This is an optimization exercise on Yosys and OpenROAD, whose aim is small area, not a production implementation. Function was checked by simulation only, so behaviour that the tests miss may differ from the original. The clock port is modelled as an ideal driver; clocking choices that lean on that would not hold on a real chip. Power is estimated from default activity; no workload was simulated.

==> run a: inputs <==
// BREATH_LED
module BREATH_LED (
	input wire        CLK,
	input wire        RSTN,
	output wire [3:0] LED
);
export LEC_CHECK = 0
export CAP_MARGIN = 0
export CORE_MARGIN = 2
export CORE_UTILIZATION = 40
export GPL_TIMING_DRIVEN = 0
export SLEW_MARGIN = 0
create_clock -name core_clock -period 5.0 [get_ports {CLK}]
standard.sh (not shown) runs the stock make flow with config.mk's settings and CLKGATE_MAP_FILE= SYNTH_SCRIPT=/design/flow/synth_recipe.tcl, a recipe that flattens the netlist after the stock synthesis.
==> flow/flow/run.sh <==
#!/bin/bash
# Standard ORFS layout (the standard.sh), with these changes:
#  - synthesis maps the logic with an area-oriented ABC script (flow/area.abc);
#    registers are mapped by the standard script before ABC runs, so they are
#    the same cells as in the standard synthesis. The standard synthesis is
#    run first and kept as ref_synth.v; flow/match_names.py then gives each
#    register the instance name the standard synthesis gives it (yosys numbers
#    some register names, and the numbers depend on the mapped logic).
#  - port buffers use the smallest buffer cell
#  - the clock reaches the flip-flops through a few buffers, each driving
#    the flip-flops of one vertical strip (flow/cts_pre.tcl), instead of
#    TritonCTS's two-level H-tree (CTS_ARGS lists that buffer so that
#    TritonCTS leaves those clock nets alone)
# Each tool's full output is in the log files named below (make's output) and
# in orfs/logs (each step's log).
set -euo pipefail
R=$PWD/orfs/results/sky130hd/BREATH_LED/base
L=$PWD/orfs/logs/sky130hd/BREATH_LED/base

# 1. the standard synthesis, for the register names
bash standard.sh synth > make_ref_synth.log 2>&1
cp $R/1_2_yosys.v ref_synth.v
cp $L/1_2_yosys.log ref_synth_yosys.log
rm -f $R/1_2_yosys.v $R/1_2_yosys.sdc $R/1_synth.odb $R/1_synth.sdc $R/1_synth.v

# 2. the area-oriented synthesis, with the standard register names
export MY_ABC_SCRIPT=$PWD/flow/area.abc
ARGS=(SYNTH_SCRIPT=$PWD/flow/synth_area.tcl
      "BUFFER_PORTS_ARGS=-buffer_cell sky130_fd_sc_hd__buf_1"
      PRE_CTS_TCL=$PWD/flow/cts_pre.tcl
      "CTS_ARGS=-sink_clustering_enable -repair_clock_nets -buf_list sky130_fd_sc_hd__buf_6")
bash standard.sh $R/1_2_yosys.v "${ARGS[@]}" > make_area_synth.log 2>&1
python3 flow/match_names.py ref_synth.v $R/1_2_yosys.v > match_names.log 2>&1

# 3. the rest of the layout
bash standard.sh finish "${ARGS[@]}" > make_finish.log 2>&1
==> flow/flow/cts_pre.tcl <==
# Runs before clock_tree_synthesis (PRE_CTS_TCL). TritonCTS then skips the
# clock nets, which already have clock buffers.
# Manual clock distribution: split the flip-flops into NCLUST groups by
# position and drive each group from its own clock buffer fed by the clock port.
proc manual_cts { nclust bufcell } {
  set block [ord::get_db_block]
  set sinks {}
  foreach inst [$block getInsts] {
    set m [$inst getMaster]
    if { [$m isSequential] } {
      set loc [$inst getLocation]
      lappend sinks [list [lindex $loc 0] [lindex $loc 1] [$inst getName]]
    }
  }
  # sort by x then split into vertical strips, then sort each strip by y
  set sinks [lsort -integer -index 0 $sinks]
  set n [llength $sinks]
  set groups {}
  for { set g 0 } { $g < $nclust } { incr g } {
    set lo [expr { ($g * $n) / $nclust }]
    set hi [expr { (($g + 1) * $n) / $nclust - 1 }]
    lappend groups [lrange $sinks $lo $hi]
  }
  set k 0
  foreach grp $groups {
    set pins {}
    set sx 0; set sy 0
    foreach s $grp {
      lappend pins [get_pins "[lindex $s 2]/CLK"]
      set sx [expr { $sx + [lindex $s 0] }]
      set sy [expr { $sy + [lindex $s 1] }]
    }
    set cnt [llength $grp]
    set dbu [$block getDbUnitsPerMicron]
    set x [expr { double($sx) / $cnt / $dbu }]
    set y [expr { double($sy) / $cnt / $dbu }]
    insert_buffer -buffer_cell $bufcell -net CLK -load_pins $pins -location [list $x $y] -buffer_name clkbuf_m$k -net_name clknet_m$k
    incr k
  }
}

manual_cts 3 sky130_fd_sc_hd__buf_6
Other scripts of this flow, unchanged in this note and not shown: flow/flow/area.abc, flow/flow/match_names.py, flow/flow/synth_area.tcl
==> run b: changes against run a <==
--- a/flow/flow/run.sh
+++ b/flow/flow/run.sh
@@ -7,10 +7,9 @@
 #    register the instance name the standard synthesis gives it (yosys numbers
 #    some register names, and the numbers depend on the mapped logic).
 #  - port buffers use the smallest buffer cell
-#  - the clock reaches the flip-flops through a few buffers, each driving
+#  - the clock reaches the flip-flops through 3 clock buffers, each driving
 #    the flip-flops of one vertical strip (flow/cts_pre.tcl), instead of
-#    TritonCTS's two-level H-tree (CTS_ARGS lists that buffer so that
-#    TritonCTS leaves those clock nets alone)
+#    TritonCTS's two-level H-tree
 # Each tool's full output is in the log files named below (make's output) and
 # in orfs/logs (each step's log).
 set -euo pipefail
@@ -27,8 +26,7 @@
 export MY_ABC_SCRIPT=$PWD/flow/area.abc
 ARGS=(SYNTH_SCRIPT=$PWD/flow/synth_area.tcl
       "BUFFER_PORTS_ARGS=-buffer_cell sky130_fd_sc_hd__buf_1"
-      PRE_CTS_TCL=$PWD/flow/cts_pre.tcl
-      "CTS_ARGS=-sink_clustering_enable -repair_clock_nets -buf_list sky130_fd_sc_hd__buf_6")
+      PRE_CTS_TCL=$PWD/flow/cts_pre.tcl)
 bash standard.sh $R/1_2_yosys.v "${ARGS[@]}" > make_area_synth.log 2>&1
 python3 flow/match_names.py ref_synth.v $R/1_2_yosys.v > match_names.log 2>&1
 
==> notes <==
Of run a and run b, run a has the higher clock skew (gap 0.0070 ns).
Between run b and run a, the lower worst setup slack is in run a (gap 0.20 ns).
Of run a and run b, run b has the higher utilization (gap 5.3 points).
In synthesized cell count, run a and run b do not differ.
Sequential power is about the same in run a and run b.
In run a the hold slack is higher than in run b, by 0.0035 ns.
==> figures <==
| quantity | run b | run a |
|---|---|---|
| Power dissipated by switching net loads | 0.182 mW | 0.110 mW |
| Type of element capturing the critical path | output pin | register |
| Post-Route WL | 2660 µm | 2410 µm |
| Clock transition at the register clock pins on the worst setup and hold paths after CTS | 0.06 ns | 0.11 ns |
| Clock Power Share | 0.506 | 0.237 |
| Group drawing the most power | the clock network | sequential cells |
| Area grow syn2layout | 20.8% | 7.67% |
| Met2 usage in global routing | 0.233 | 0.232 |
| Worst-case vdd ir drop | 0.000346 V | 0.000219 V |
| Total leakage power | 0.693 nW | 0.594 nW |
| Result of the run | timing/DRC/antenna clean | timing/DRC/antenna clean |
| Relative slew slack | 0.252 | 0.254 |
| Final standard cell count with taps included and fillers excluded | 222 | 206 |
| Final setup margin | 1.69 ns | 1.48 ns |

---

==> inputs of violet <==
Starting RTL as in the previous note.
==> module BREATH_LED, before the edit <==
module BREATH_LED (
	input wire        CLK,
	input wire        RSTN,
	output wire [3:0] LED
);
reg [9:0]  P;
reg [9:0]  X;
reg        G;
reg [20:0] B;
reg        DIR;
reg [2:0]  ST;
localparam [9:0]  PM = 10'b1010101010;
localparam [9:0]  XM = 10'b1010101010;
localparam        GM = 1'b0;
localparam [20:0] BM = 21'b010101010101010101010;
localparam        DM = 1'b0;
localparam [2:0]  SM = 3'b000;
localparam [9:0]  S    = 10'b0011010001;   
localparam [9:0]  S999 = 10'b0001101000;   
localparam [9:0]  X999 = 10'b0000110100;   
localparam [20:0] BEND = 21'b110000001000011001000;   
localparam [20:0] B999 = 21'b111000000100001100100;   
wire [9:0]  p   = P ^ PM;
wire [9:0]  x   = X ^ XM;
wire        g   = G ^ GM;
wire [20:0] b   = B ^ BM;
wire        dir = DIR ^ DM;
wire [2:0]  st  = ST ^ SM;
wire wrapP = (p == S);
wire wrapB = (b == BEND);
wire x0    = (x == S);
wire x1000 = (x == S999);
wire fx = x[9] ^ x[6] ^ x0;
wire [9:0] x1 = {x[8:0], fx};
wire [9:0] x2 = {x[7:0], fx, x[8] ^ x[5]};
wire hold = wrapP & ~dir & ~x0;
wire dbl  = wrapP &  dir & ~x1000;
wire on   = g & ~x0;
reg [2:0] st_next;
always @(*) begin
	case (st)
		3'b000: st_next = 3'b011;
		3'b011: st_next = 3'b111;
		3'b111: st_next = 3'b101;
		3'b101: st_next = 3'b010;
		3'b010: st_next = 3'b110;
		3'b110: st_next = 3'b100;
		3'b100: st_next = 3'b000;
		default: st_next = 3'bxxx;
	endcase
end
always @(posedge CLK) begin
	if (!RSTN) begin
		P <= S999 ^ PM; X <= X999 ^ XM; G <= GM; B <= B999 ^ BM; DIR <= 1'b1 ^ DM; ST <= 3'b100 ^ SM;
	end else begin
		P <= {p[8:0], p[9] ^ p[6] ^ wrapP} ^ PM;
		X <= (hold ? x : dbl ? x2 : x1) ^ XM;
		G <= (wrapP | on) ^ GM;
		B <= {b[19:0], b[20] ^ b[18] ^ wrapB} ^ BM;
		if (wrapB) begin
			DIR <= ~DIR;
			if (dir) ST <= st_next ^ SM;
		end
	end
end
assign LED[0] = on & (st == 3'b000 | st == 3'b011);
assign LED[1] = on & (st == 3'b111 | st == 3'b100);
assign LED[2] = on & (st == 3'b101 | st == 3'b110);
assign LED[3] = on & (st == 3'b010);
endmodule
export LEC_CHECK = 0
export CAP_MARGIN = 0
export CORE_MARGIN = 2
export CORE_UTILIZATION = 40
export GPL_TIMING_DRIVEN = 0
export SLEW_MARGIN = 0
create_clock -name core_clock -period 5.0 [get_ports {CLK}]
==> flow/flow/run.sh <==
#!/bin/bash
# Standard ORFS layout (the standard.sh), with these changes:
#  - synthesis maps the logic with an area-oriented ABC script (flow/area.abc);
#    registers are mapped by the standard script before ABC runs, so they are
#    the same cells as in the standard synthesis. The standard synthesis is
#    run first and kept as ref_synth.v; flow/match_names.py then gives each
#    register the instance name the standard synthesis gives it (yosys numbers
#    some register names, and the numbers depend on the mapped logic).
#  - port buffers use the smallest buffer cell
#  - the clock reaches the flip-flops through a few buffers, each driving
#    the flip-flops of one vertical strip (flow/cts_pre.tcl), instead of
#    TritonCTS's two-level H-tree (CTS_ARGS lists that buffer so that
#    TritonCTS leaves those clock nets alone)
# Each tool's full output is in the log files named below (make's output) and
# in orfs/logs (each step's log).
set -euo pipefail
R=$PWD/orfs/results/sky130hd/BREATH_LED/base
L=$PWD/orfs/logs/sky130hd/BREATH_LED/base

# 1. the standard synthesis, for the register names
bash standard.sh synth > make_ref_synth.log 2>&1
cp $R/1_2_yosys.v ref_synth.v
cp $L/1_2_yosys.log ref_synth_yosys.log
rm -f $R/1_2_yosys.v $R/1_2_yosys.sdc $R/1_synth.odb $R/1_synth.sdc $R/1_synth.v

# 2. the area-oriented synthesis, with the standard register names
export MY_ABC_SCRIPT=$PWD/flow/area.abc
ARGS=(SYNTH_SCRIPT=$PWD/flow/synth_area.tcl
      "BUFFER_PORTS_ARGS=-buffer_cell sky130_fd_sc_hd__buf_1"
      PRE_CTS_TCL=$PWD/flow/cts_pre.tcl
      "CTS_ARGS=-sink_clustering_enable -repair_clock_nets -buf_list sky130_fd_sc_hd__buf_4")
bash standard.sh $R/1_2_yosys.v "${ARGS[@]}" > make_area_synth.log 2>&1
python3 flow/match_names.py ref_synth.v $R/1_2_yosys.v > match_names.log 2>&1

# 3. the rest of the layout
bash standard.sh finish "${ARGS[@]}" > make_finish.log 2>&1
==> flow/flow/cts_pre.tcl <==
# Runs before clock_tree_synthesis (PRE_CTS_TCL). TritonCTS then skips the
# clock nets, which already have clock buffers.
# Manual clock distribution: split the flip-flops into NCLUST groups by
# position and drive each group from its own clock buffer fed by the clock port.
proc manual_cts { nclust bufcell } {
  set block [ord::get_db_block]
  set sinks {}
  foreach inst [$block getInsts] {
    set m [$inst getMaster]
    if { [$m isSequential] } {
      set loc [$inst getLocation]
      lappend sinks [list [lindex $loc 0] [lindex $loc 1] [$inst getName]]
    }
  }
  # sort by x then split into vertical strips, then sort each strip by y
  set sinks [lsort -integer -index 0 $sinks]
  set n [llength $sinks]
  set groups {}
  for { set g 0 } { $g < $nclust } { incr g } {
    set lo [expr { ($g * $n) / $nclust }]
    set hi [expr { (($g + 1) * $n) / $nclust - 1 }]
    lappend groups [lrange $sinks $lo $hi]
  }
  set k 0
  foreach grp $groups {
    set pins {}
    set sx 0; set sy 0
    foreach s $grp {
      lappend pins [get_pins "[lindex $s 2]/CLK"]
      set sx [expr { $sx + [lindex $s 0] }]
      set sy [expr { $sy + [lindex $s 1] }]
    }
    set cnt [llength $grp]
    set dbu [$block getDbUnitsPerMicron]
    set x [expr { double($sx) / $cnt / $dbu }]
    set y [expr { double($sy) / $cnt / $dbu }]
    insert_buffer -buffer_cell $bufcell -net CLK -load_pins $pins -location [list $x $y] -buffer_name clkbuf_m$k -net_name clknet_m$k
    incr k
  }
}

manual_cts 4 sky130_fd_sc_hd__buf_4
==> flow/flow/match_names.py <==
#!/usr/bin/env python3
# Give every flip-flop of the area-optimised synthesis (CUR) the instance name
# that the standard synthesis (REF) gives the flip-flop driving the same net.
# Yosys names most registers after their Q net, but some registers get numbered
# names (_NNN_) whose numbers depend on the rest of the netlist; this makes
# them equal to the standard synthesis's. Any other identifier that would clash
# with a new name is renamed first. Exits non-zero if the registers differ.
import re, sys

ref_path, cur_path = sys.argv[1], sys.argv[2]
ID = r'(\\\S+ |[A-Za-z_][A-Za-z0-9_$]*)'
INST = re.compile(r'\bsky130_fd_sc_hd__(\w+)\s+' + ID + r'\s*\((.*?)\);', re.S)

def flops(text):
    res = {}
    for m in INST.finditer(text):
        cell, inst, conns = m.group(1), m.group(2).strip(), m.group(3)
        if not cell.startswith('df'):
            continue
        q = re.search(r'\.Q\(\s*' + ID + r'\s*\)', conns)
        res[q.group(1).strip()] = (inst, cell)
    return res

ref_text = open(ref_path).read()
cur_text = open(cur_path).read()
ref, cur = flops(ref_text), flops(cur_text)
if set(ref) != set(cur):
    sys.exit('registers drive different nets: %s' % sorted(set(ref) ^ set(cur)))
for q in ref:
    if ref[q][1] != cur[q][1]:
        sys.exit('register on %s has cell %s, standard synthesis %s' % (q, cur[q][1], ref[q][1]))

renames = {cur[q][0]: ref[q][0] for q in cur if cur[q][0] != ref[q][0]}
if not renames:
    print('all %d register names already match' % len(cur))
    sys.exit(0)

def tok(name):
    if name.startswith('\\'):
        return re.escape(name) + r'(?= )'
    return r'(?<![\w$\\])' + re.escape(name) + r'(?![\w$])'

# identifiers in use, to avoid clashes
used = set(t.strip() for t in re.findall(ID, cur_text))
targets = set(renames.values())
n = 0
moves = {}
for t in targets:
    if t in used and t not in renames:
        while True:
            fresh = '_mn%d_' % n
            n += 1
            if fresh not in used:
                break
        moves[t] = fresh
# first move clashing identifiers out of the way, then rename registers via
# temporary names so that swaps work
for old, new in moves.items():
    cur_text = re.sub(tok(old), new, cur_text)
tmp = {}
for i, old in enumerate(renames):
    t = '_mntmp%d_' % i
    cur_text = re.sub(tok(old), t, cur_text)
    tmp[t] = renames[old]
for t, new in tmp.items():
    cur_text = re.sub(tok(t), new.replace('\\', '\\\\'), cur_text)

check = flops(cur_text)
for q in ref:
    if check[q][0] != ref[q][0]:
        sys.exit('rename failed for register on %s' % q)
open(cur_path, 'w').write(cur_text)
print('renamed %d registers, moved %d clashing names' % (len(renames), len(moves)))
Other scripts of this flow, unchanged in this note and not shown: flow/flow/area.abc, flow/flow/synth_area.tcl
==> willow: changes against violet <==
--- a/flow/flow/run.sh
+++ b/flow/flow/run.sh
@@ -9,6 +9,5 @@
 #  - port buffers use the smallest buffer cell
-#  - the clock reaches the flip-flops through a few buffers, each driving
+#  - the clock reaches the flip-flops through 3 clock buffers, each driving
 #    the flip-flops of one vertical strip (flow/cts_pre.tcl), instead of
-#    TritonCTS's two-level H-tree (CTS_ARGS lists that buffer so that
-#    TritonCTS leaves those clock nets alone)
+#    TritonCTS's two-level H-tree
 # Each tool's full output is in the log files named below (make's output) and
@@ -29,4 +28,3 @@
       "BUFFER_PORTS_ARGS=-buffer_cell sky130_fd_sc_hd__buf_1"
-      PRE_CTS_TCL=$PWD/flow/cts_pre.tcl
-      "CTS_ARGS=-sink_clustering_enable -repair_clock_nets -buf_list sky130_fd_sc_hd__buf_4")
+      PRE_CTS_TCL=$PWD/flow/cts_pre.tcl)
 bash standard.sh $R/1_2_yosys.v "${ARGS[@]}" > make_area_synth.log 2>&1
==> quartz: changes against violet <==
--- a/flow/flow/run.sh
+++ b/flow/flow/run.sh
@@ -9,6 +9,5 @@
 #  - port buffers use the smallest buffer cell
-#  - the clock reaches the flip-flops through a few buffers, each driving
+#  - the clock reaches the flip-flops through 3 clock buffers, each driving
 #    the flip-flops of one vertical strip (flow/cts_pre.tcl), instead of
-#    TritonCTS's two-level H-tree (CTS_ARGS lists that buffer so that
-#    TritonCTS leaves those clock nets alone)
+#    TritonCTS's two-level H-tree
 # Each tool's full output is in the log files named below (make's output) and
@@ -29,4 +28,3 @@
       "BUFFER_PORTS_ARGS=-buffer_cell sky130_fd_sc_hd__buf_1"
-      PRE_CTS_TCL=$PWD/flow/cts_pre.tcl
-      "CTS_ARGS=-sink_clustering_enable -repair_clock_nets -buf_list sky130_fd_sc_hd__buf_4")
+      PRE_CTS_TCL=$PWD/flow/cts_pre.tcl)
 bash standard.sh $R/1_2_yosys.v "${ARGS[@]}" > make_area_synth.log 2>&1
--- a/flow/flow/cts_pre.tcl
+++ b/flow/flow/cts_pre.tcl
@@ -41,2 +41,2 @@
 
-manual_cts 4 sky130_fd_sc_hd__buf_4
+manual_cts 4 sky130_fd_sc_hd__clkbuf_4
--- a/flow/config.mk
+++ b/flow/config.mk
@@ -9,3 +9,3 @@
 export CORE_MARGIN = 2
-export CORE_UTILIZATION = 40
+export CORE_UTILIZATION = 70
 export GPL_TIMING_DRIVEN = 0
==> sierra: changes against violet <==
--- a/flow/design.v
+++ b/flow/design.v
@@ -12,3 +12,3 @@
 localparam [9:0]  PM = 10'b1010101010;
-localparam [9:0]  XM = 10'b1010101010;
+localparam [9:0]  XM = 10'b0000000000;
 localparam        GM = 1'b0;
@@ -41,10 +41,10 @@
 	case (st)
-		3'b000: st_next = 3'b011;
-		3'b011: st_next = 3'b111;
-		3'b111: st_next = 3'b101;
-		3'b101: st_next = 3'b010;
-		3'b010: st_next = 3'b110;
-		3'b110: st_next = 3'b100;
-		3'b100: st_next = 3'b000;
-		default: st_next = 3'bxxx;
+		3'b000: st_next = 3'b100;
+		3'b100: st_next = 3'b001;
+		3'b001: st_next = 3'b010;
+		3'b010: st_next = 3'b011;
+		3'b011: st_next = 3'b110;
+		3'b110: st_next = 3'b101;
+		3'b101: st_next = 3'b000;
+		default: st_next = 3'b000;
 	endcase
@@ -53,3 +53,3 @@
 	if (!RSTN) begin
-		P <= S999 ^ PM; X <= X999 ^ XM; G <= GM; B <= B999 ^ BM; DIR <= 1'b1 ^ DM; ST <= 3'b100 ^ SM;
+		P <= S999 ^ PM; X <= X999 ^ XM; G <= GM; B <= B999 ^ BM; DIR <= 1'b1 ^ DM; ST <= 3'b101 ^ SM;
 	end else begin
@@ -65,6 +65,6 @@
 end
-assign LED[0] = on & (st == 3'b000 | st == 3'b011);
-assign LED[1] = on & (st == 3'b111 | st == 3'b100);
-assign LED[2] = on & (st == 3'b101 | st == 3'b110);
-assign LED[3] = on & (st == 3'b010);
+assign LED[0] = on & (st == 3'b000 | st == 3'b100);
+assign LED[1] = on & (st == 3'b001 | st == 3'b101);
+assign LED[2] = on & (st == 3'b010 | st == 3'b110);
+assign LED[3] = on & (st == 3'b011);
 endmodule
==> flow/flow/run.sh (replaced) <==
#!/bin/bash
# Standard ORFS layout (the standard.sh), with these changes:
#  - synthesis maps the logic with an area-oriented ABC script (flow/area.abc);
#    registers are mapped by the standard script before ABC runs, so they are
#    the same cells with the same names as in the standard synthesis
#  - port buffers use the smallest buffer cell
#  - the clock reaches the flip-flops through 3 clock buffers, each driving
#    the flip-flops of one vertical strip (flow/cts_pre.tcl), instead of
#    TritonCTS's two-level H-tree
# make's full output goes to make_finish.log; each step's log is in orfs/logs.
set -euo pipefail
export MY_ABC_SCRIPT=$PWD/flow/area.abc
bash standard.sh finish \
  SYNTH_SCRIPT=$PWD/flow/synth_area.tcl \
  "BUFFER_PORTS_ARGS=-buffer_cell sky130_fd_sc_hd__buf_1" \
  PRE_CTS_TCL=$PWD/flow/cts_pre.tcl \
  > make_finish.log 2>&1
--- a/flow/flow/cts_pre.tcl
+++ b/flow/flow/cts_pre.tcl
@@ -41,2 +41,2 @@
 
-manual_cts 4 sky130_fd_sc_hd__buf_4
+manual_cts 3 sky130_fd_sc_hd__clkbuf_8
removed: flow/flow/match_names.py
==> flow_summary.toml <==
[worst_setup_path]
path_max_fanout = 20
r2r_slack_ns = 1.86
r2r_cells = 8

[sta]
worst_slack_ns = 1.46
timing.hold.ws_ns = 0.373

[synthesis]
syn_nets = 152
synth_area_sq_um = 1470
synth-compound-area-share = 0.112

[pwr]
ir_drop_v = 0.000270
p_int_uw = 437
combPwrFrac = 0.050

[detailed_routing]
wl_met3_um = 95
wirelength_um = 2480
vias = 1085
wl_met1_um = 1110

[status]
status = "finished clean"

[layout]
finalNonFillerCells = 207

[global_routing]
globalRouteMet3Util = 0.0174
grt_use_total = 0.123

[die]
taps = 48
# the run above: violet

==> flow_summary.toml <==
[sta]
timing.hold.ws_ns = 0.370
worst_slack_ns = 1.46

[layout]
n_sequential_cell = 46
finalNonFillerCells = 186
multi_input_area_share = 0.319

[pwr]
p_comb_uw = 27.1
ir_drop_v = 0.000333
p_int_uw = 433
combPwrFrac = 0.050

[worst_setup_path]
path_max_fanout = 20
r2r-start = "P[4]$_SDFF_PN0_"
r2r_cells = 8
r2r_slack_ns = 1.77

[global_routing]
globalRouteMet3Util = 0.0182
grt_use_total = 0.223

[detailed_routing]
wl_met3_um = 82
wl_met1_um = 1070
vias = 1100

[synthesis]
syn_nets = 152
synth_area_sq_um = 1470

[status]
status = "finished clean"

[die]
taps = 27
# the run above: quartz

==> flow_summary.toml <==
[status]
status = "finished clean"

[synthesis]
synth-compound-area-share = 0.111
syn_nets = 167
synth_area_sq_um = 1500

[global_routing]
grt_use_total = 0.130
globalRouteMet3Util = 0.0103

[detailed_routing]
wl_met1_um = 1250
wl_met3_um = 68
vias = 1133

[layout]
finalNonFillerCells = 221

[worst_setup_path]
r2r_slack_ns = 2.14
r2r_cells = 9

[sta]
worst_slack_ns = 1.99

[pwr]
p_int_uw = 450
combPwrFrac = 0.048
ir_drop_v = 0.000260

[die]
taps = 48
# the run above: sierra

==> flow_summary.toml <==
[die]
taps = 48

[sta]
worst_slack_ns = 1.70

[synthesis]
synth_area_sq_um = 1470
syn_nets = 152

[pwr]
ir_drop_v = 0.000337
combPwrFrac = 0.031

[global_routing]
grt_use_total = 0.144
globalRouteMet3Util = 0.0694

[worst_setup_path]
r2r_cells = 8
path_max_fanout = 3
r2r_slack_ns = 1.90

[detailed_routing]
wl_met3_um = 136
wirelength_um = 2690
vias = 1149
wl_met1_um = 1160

[status]
status = "finished clean"
# the run above: willow

-- re-timing with driven ports --
The flow's constraints put no driver on any port. The routed layouts listed below were extracted and timed again, unchanged, in two steps. Step 1, drivers: a clkbuf_16 drives CLK and a buf_2 each remaining input, both assumed. Step 2 times the ports against the registers' clock, not the clock port: input delays grow and output delays shrink by t, the midpoint of the rising clock arrivals with the driver on. Three values: no drivers, after step 1, after step 2; two values: the first two.
| run | t, ns | slack for setup (ns) | worst hold slack (ns) | clock arrival spread, ns |
|---|---|---|---|---|
| run a | 0.165 | 1.485 / 1.501 / 1.335 | 0.379 / 0.379 / 0.379 | 0.019 / 0.019 |
| run b | 0.587 | 1.685 / 1.660 / 1.318 | 0.375 / 0.375 / 0.375 | 0.012 / 0.011 |
| violet | 0.177 | 1.458 / 1.471 / 1.294 | 0.373 / 0.373 / 0.373 | 0.019 / 0.020 |
| willow | 0.579 | 1.696 / 1.672 / 1.283 | 0.376 / 0.376 / 0.376 | 0.013 / 0.013 |
| quartz | 0.202 | 1.462 / 1.474 / 1.272 | 0.370 / 0.370 / 0.370 | 0.021 / 0.021 |
| sierra | 0.186 | 1.992 / 2.005 / 1.818 | 0.374 / 0.374 / 0.374 | 0.013 / 0.013 |
After both steps every run listed still meets setup and hold. For willow, which loses most, drivers alone change the setup slack by -0.024 ns; drivers and shift together by -0.413 ns.
